What follows belongs to an exercise in optimizing a design on an open flow for small area, a short achievable clock period and few clock cycles per item; a production flow would make more cautious choices. RTL that was checked went through simulation tests only; none was proved equivalent to the original. No activity file was given, so power comes from the tool's default toggle rates.

==> module top, before the edit <==
module top(
    input start, op, reset, clock,
    input [31:0] data_a, data_b,
    output busy, ready,
    output [31:0] data_o
);
reg st1, st2;    
always @(posedge clock or posedge reset)
begin
    if(reset == 1'b1)
    begin
        st1 <= 1'b0;
        st2 <= 1'b0;
    end
    else
    begin
        st1 <= start & ~st1 & ~st2;
        st2 <= st1;
    end
end
assign busy  = st1;
assign ready = st2;
wire [7:0] xa = data_a[30:23];
wire [7:0] xb = data_b[30:23];
wire a127 = (xa == 8'd127);
wire b127 = (xb == 8'd127);
wire [7:0] dba;
wire bor;
assign {bor, dba} = {1'b0, xb ^ 8'h80} - {1'b0, xa ^ 8'h80};
wire [7:0] dab = xa - xb;
wire gt = ~a127 & (b127 | bor);
wire [7:0] d = gt ? dab : dba;
wire big  = (d[7:5] != 3'd0) | (d[4:3] == 2'b11 && d[2:0] != 3'd0);   
wire eq24 = (d == 8'd24);
wire [4:0] amt = d[4:0] | {5{big}};    
wire comp = op ^ data_a[31] ^ data_b[31];
wire sg = (comp & ~gt) ? (op ^ data_b[31]) : data_a[31];
wire [23:0] ma = {1'b1, data_a[22:0]};
wire [23:0] mb = {1'b1, data_b[22:0]};
wire za = ~|data_a[22:0];
wire zb = ~|data_b[22:0];
wire [22:0] ml = gt ? ma[22:0] : mb[22:0];    
wire [23:0] ms = gt ? mb : ma;                
wire [24:0] sh = {ms, 1'b0} >> amt;
wire [23:0] s = sh[24:1];
wire g = sh[0];
wire er24 = eq24 & (gt ? zb : za);
wire [23:0] t = comp ? ~{s[23:1], s[0] | er24} : s;
reg [22:0] r_l;
reg [23:0] r_t;
reg r_g, r_nc, r_gt, r_sg;
always @(posedge clock)
begin
    r_l  <= ml;
    r_t  <= t;
    r_g  <= g & ~comp;
    r_nc <= ~comp;
    r_gt <= gt;
    r_sg <= sg;
end
wire [23:0] lf = {1'b1, r_l};
wire [23:0] hp = lf ^ r_t;
wire [23:0] hq = lf & r_t;
wire x0  = hp[0];
wire q24 = hq[23];
wire [22:0] pp = hp[23:1] ^ hq[22:0];
wire [22:0] gg = hp[23:1] & hq[22:0];
reg [22:0] gc, pc;    
reg [22:0] gn, pn;
integer l, i, k;
always @*
begin
    gc = gg;
    pc = pp;
    for (l = 0; l < 5; l = l + 1)
    begin
        gn = gc;
        pn = pc;
        for (i = 0; i < 23; i = i + 1)
            if (i & (1 << l))
            begin
                k = ((i >> l) << l) - 1;
                gn[i] = gc[i] | (pc[i] & gc[k]);
                pn[i] = pc[i] & pc[k];
            end
        gc = gn;
        pc = pn;
    end
end    
wire ov = r_nc & (gc[22] | q24);
wire e  = r_g & (ov | x0);
wire [22:0] cin = {gc[21:0], 1'b0} | ({pc[21:0], 1'b1} & {23{e}});
wire [22:0] u = pp ^ cin;    
wire [22:0] fr = ov ? u : {u[21:0], x0 ^ r_g};
wire [7:0] xl = r_gt ? xa : xb;
wire [7:0] xo = xl + {7'd0, ov};
assign data_o = {r_sg, xo, fr};
endmodule
clock: 9.0 ns
lec_check: 0
cap_margin: 20
core_margin: 2
core_utilization: 60
setup_slack_margin: 2
slew_margin: 20
standard.sh (not shown) runs the stock make flow with config.mk's settings and CLKGATE_MAP_FILE= SYNTH_SCRIPT=/design/flow/synth_recipe.tcl, a recipe that flattens the netlist after the stock synthesis.
==> flow/flow/run.sh <==
#!/bin/bash
export BUFFER_PORTS_ARGS="-buffer_cell sky130_fd_sc_hd__buf_1"
bash standard.sh > standard.log 2>&1
Then changed:
--- a/flow/design.v
+++ b/flow/design.v
@@ -45,27 +45,28 @@
 wire [23:0] s = sh[24:1];
 wire g = sh[0];
 wire er24 = eq24 & (gt ? zb : za);
 wire [23:0] t = comp ? ~{s[23:1], s[0] | er24} : s;
-reg [22:0] r_l;
-reg [23:0] r_t;
-reg r_g, r_nc, r_gt, r_sg;
+wire [23:0] lf = {1'b1, ml};
+wire [23:0] hp = lf ^ t;
+wire [23:0] hq = lf & t;
+wire [22:0] up = hp[23:1] ^ hq[22:0];
+wire [22:0] ug = hp[23:1] & hq[22:0];
+reg [22:0] r_p, r_k;
+reg r_q24, r_x0, r_g, r_nc, r_gt, r_sg;
 always @(posedge clock)
 begin
-    r_l  <= ml;
-    r_t  <= t;
-    r_g  <= g & ~comp;
-    r_nc <= ~comp;
-    r_gt <= gt;
-    r_sg <= sg;
+    r_p   <= up;
+    r_k   <= ug;
+    r_q24 <= hq[23];
+    r_x0  <= hp[0];
+    r_g   <= g & ~comp;
+    r_nc  <= ~comp;
+    r_gt  <= gt;
+    r_sg  <= sg;
 end
-wire [23:0] lf = {1'b1, r_l};
-wire [23:0] hp = lf ^ r_t;
-wire [23:0] hq = lf & r_t;
-wire x0  = hp[0];
-wire q24 = hq[23];
-wire [22:0] pp = hp[23:1] ^ hq[22:0];
-wire [22:0] gg = hp[23:1] & hq[22:0];
+wire [22:0] pp = r_p;
+wire [22:0] gg = r_k;
 reg [22:0] gc, pc;    
 reg [22:0] gn, pn;
 integer l, i, k;
 always @*
@@ -86,13 +87,13 @@
         gc = gn;
         pc = pn;
     end
 end    
-wire ov = r_nc & (gc[22] | q24);
-wire e  = r_g & (ov | x0);
+wire ov = r_nc & (gc[22] | r_q24);
+wire e  = r_g & (ov | r_x0);
 wire [22:0] cin = {gc[21:0], 1'b0} | ({pc[21:0], 1'b1} & {23{e}});
 wire [22:0] u = pp ^ cin;    
-wire [22:0] fr = ov ? u : {u[21:0], x0 ^ r_g};
+wire [22:0] fr = ov ? u : {u[21:0], r_x0 ^ r_g};
 wire [7:0] xl = r_gt ? xa : xb;
 wire [7:0] xo = xl + {7'd0, ov};
 assign data_o = {r_sg, xo, fr};
 endmodule
Effect: The changed run completed with no timing, DRC or antenna violations. Wire length goes up by 8.2%. Worst hold slack improved by 0.013 ns. Total power came out higher by 14%. Die area grows by 3.5%. Area after synthesis climbs by 3.6%. Clock skew is about the same. Via count grows by 4.1%. Final area went up by 4.2%. Clock power hardly moves. Worst setup slack improved by 0.17 ns. Critical path depth rose by 2. Maximum frequency came out higher by 2.5%.
Testbench counts after the change, summed over its fixed seeds: cycles 9,600, ops 3,200.
Only the layout flow was run in the first run of this note; the RTL was not checked for function there.

[re-timing with driven ports]
Ports are ideal in the flow. The routed layouts listed here were re-timed in OpenROAD.
Step 1, drivers: a clkbuf_16 drives clock and a buf_2 each remaining input, both assumed.
Step 2 moves the port delays by t, midway between the first and last clock arrival at a register: inputs arrive t later, outputs are due t later. That takes back most of the time a late clock gives input paths.
Three values: no drivers, after step 1, after step 2; two values: the first two.
run | t (ns) | setup slack, ns | clock arrival spread, ns | worst register clock-pin slew, ns | worst slew at a driven data input, ns
the first run | 0.330 | 2.205 / 2.209 / 1.880 | 0.010 / 0.011 | 0.09 / 0.09 | 0.06
the second run | 0.332 | 2.374 / 2.370 / 2.038 | 0.015 / 0.015 | 0.10 / 0.10 | 0.06
After both steps every run listed still meets setup and hold. For the second run, which loses most, drivers alone change the setup slack by -0.004 ns; drivers and shift together by -0.336 ns.
